Background: an optimization exercise with open tools, aiming at small area. Do not read the settings as production practice. Function was checked by simulation only, so behaviour that the tests miss may differ from the original. No driver is modelled on the clock port, so clock power and skew are understated where the tree is cut down; a real chip needs a root buffer or a tree. Power is estimated from default activity; no workload was simulated.

## build 92
Design mem32, start of the top module:
module mem32 (
    input Clk,
    input rst,
    input wr,
    input rd,
    input [3:0] in_add,
    input [31:0] Data_in_32,
    output [31:0] Data_out_32,
    output reg valid
);
clock: 5.0 ns
lec_check: 0
cap_margin: 5
core_margin: 2
core_utilization: 45
gpl_timing_driven: 0
slew_margin: 5
standard.sh (not shown) runs the stock make flow with config.mk's settings and CLKGATE_MAP_FILE= SYNTH_SCRIPT=/design/flow/synth_recipe.tcl, a recipe that flattens the netlist after the stock synthesis.
==> flow/flow/run.sh <==
#!/bin/bash
# Layout: the standard ORFS flow (standard.sh) with these changes:
# - synthesis maps the logic with an area-oriented ABC script
#   (flow/abc_map.script in place of ORFS's abc_speed.script, in a copy of
#   ORFS's scripts folder); registers are mapped before ABC runs, so they
#   are the standard synthesis's, with the same names and cells;
# - port buffers use the smallest buffer cell;
# - a small hand-built clock tree (flow/cts_manual.tcl) replaces TritonCTS,
#   followed by area recovery (flow/downsize.tcl).
set -euo pipefail
here=$(pwd)
mkdir -p "$here/scripts"
cp -r "$FLOW_HOME/scripts/." "$here/scripts/"
cp "$here/flow/abc_map.script" "$here/scripts/abc_speed.script"
export SCRIPTS_DIR="$here/scripts"
export BUFFER_PORTS_ARGS="-buffer_cell sky130_fd_sc_hd__buf_1"
export PRE_CTS_TCL="$here/flow/cts_manual.tcl"
export CTS_CLOCK_NET=Clk
export CTS_ROOT_CELL=sky130_fd_sc_hd__clkbuf_8
export CTS_LEAF_CELL=sky130_fd_sc_hd__clkbuf_16
export CTS_NX=2
export CTS_NY=2
export AREA_RECOVERY_TCL="$here/flow/downsize.tcl"
bash standard.sh finish > standard_flow.log 2>&1
==> flow/flow/downsize.tcl <==
# Area recovery (sourced from the PRE_CTS_TCL hook): every combinational
# cell that is not part of the clock tree is swapped for the smallest cell
# with the same function, then repair_design fixes any slew, capacitance or
# fanout limit that this breaks. repair_timing runs after this in cts.tcl.
set_dont_use $::env(DONT_USE_CELLS)
sta::make_equiv_cells [get_libs *]
set saved 0.0
set swapped 0
foreach inst [get_cells *] {
  set name [get_full_name $inst]
  if {[string match "cts_*" $name]} { continue }
  set lc [get_property $inst liberty_cell]
  if {$lc == "" || $lc == "NULL"} { continue }
  if {[regexp {__(s?e?df|dl[xr]|s?dlclkp)} [get_name $lc]]} { continue }
  set eq [sta::find_equiv_cells $lc]
  if {[llength $eq] < 2} { continue }
  set best $lc
  set best_area [get_property $lc area]
  foreach e $eq {
    set en [get_name $e]
    if {[regexp {probe|lpflow|dly|clkdlybuf} $en] || [get_property $e dont_use]} { continue }
    set a [get_property $e area]
    if {$a < $best_area - 1e-6} { set best $e; set best_area $a }
  }
  if {$best != $lc} {
    set saved [expr {$saved + [get_property $lc area] - $best_area}]
    incr swapped
    replace_cell $inst $best
  }
}
puts "area recovery: swapped $swapped cells, [format %.1f $saved] um2 less"
estimate_parasitics -placement
repair_design -slew_margin $::env(SLEW_MARGIN) -cap_margin $::env(CAP_MARGIN)
Other scripts of this flow, unchanged in this note and not shown: flow/flow/abc_map.script, flow/flow/cts_manual.tcl
Per the final summary, build 92 finished and its layout is clean on timing, DRC and antenna.
What build 65 does differently from build 92 at the input level:
Settings: CORE_UTILIZATION: 45 -> 35; PLACE_DENSITY: unset -> 0.5; GPL_TIMING_DRIVEN: 0 -> unset.
Notes after the runs:
- Changes observed in build 65 relative to build 92: number of nets produced by synthesis level; part of the total power dissipated in the clock network closely matched the old numbers.
- NOTE maximum frequency build 92->build 65 increased by a little under 10%
- Clock-pin slew on the worst setup and hold paths: build 65 vs build 92 — no meaningful difference
What build 87 does differently from build 65 at the input level:
Settings: CELL_PAD_IN_SITES_GLOBAL_PLACEMENT newly set to 1; CELL_PAD_IN_SITES_DETAIL_PLACEMENT newly set to 1; CORE_UTILIZATION changed from 35 to 45; PLACE_DENSITY removed (was 0.5).
==> comparison <==
Build 87 ended up with a lower internal power contribution than build 65 did. Build 87 vs build 65, worst setup slack went down by 0.30 ns. The met2 wirelength from detailed routing in build 87 sits 14% above the value recorded for build 65. Chip height in build 87 vs build 65: down 15 µm.
The inputs of build 55 differ from those of build 87 as listed below.
Settings: clearing CELL_PAD_IN_SITES_DETAIL_PLACEMENT, which used to be 1; clearing CELL_PAD_IN_SITES_GLOBAL_PLACEMENT, which used to be 1.
- On build 55: cell depth of the worst setup path is 1 lower than what build 87 gave.
- Total power after layout delta (build 55 − build 87): favourable
- Global-route wire length before repair for build 55: about 15% down relative to build 87
- Worst slack on hold paths, build 55 and build 87: larger value in build 55
- Compared with build 87, build 55 shows length of routed met3 wiring that has gone up by more than a quarter.
Relative to build 55, the following input files were edited for build 14:
Settings: SLEW_MARGIN: 5 -> 0; CAP_MARGIN: 5 -> 0.
Results
As far as simple-gate area share of the yosys netlist goes, build 14 and build 55 are indistinguishable; the numbers are identical.
Die area: build 14 vs build 55 identical
Comparing build 14 against build 55, there is no change at all in area share of fa/ha/maj cells after synthesis.
Power consumption delta (build 14 -> build 55): insignificant
In every run of this note, the design's own scripts or RTL, not TritonCTS, make the clock network.

-- re-timing with driven ports --
The flow's constraints put no driver on any port. The routed layouts listed below were extracted and timed again, unchanged, in two steps. Step 1 sets driving cells, clkbuf_16 on the clock port and buf_2 on the other inputs (assumed; they add their load-dependent delay and slew). Step 2 moves the port delays by t, midway between the first and last clock arrival at a register: inputs arrive t later, outputs are due t later. That takes back most of the time a late clock gives input paths. a / b / c = ideal ports / drivers / drivers and shift; a / b = the first two.
run | t (ns) | slack for setup (ns) | worst slew at a driven data input, ns | pins driven straight from the clock port
build 92 | 0.422 | 0.401 / 0.364 / 0.491 | 0.06 | 1
build 65 | 0.414 | 0.714 / 0.675 / 0.967 | 0.04 | 1
build 87 | 0.423 | 0.414 / 0.376 / 0.799 | 0.04 | 1
build 55 | 0.409 | 0.715 / 0.679 / 0.570 | 0.04 | 1
build 14 | 0.409 | 0.715 / 0.679 / 0.570 | 0.04 | 1
After both steps setup and hold are still met in every run listed.
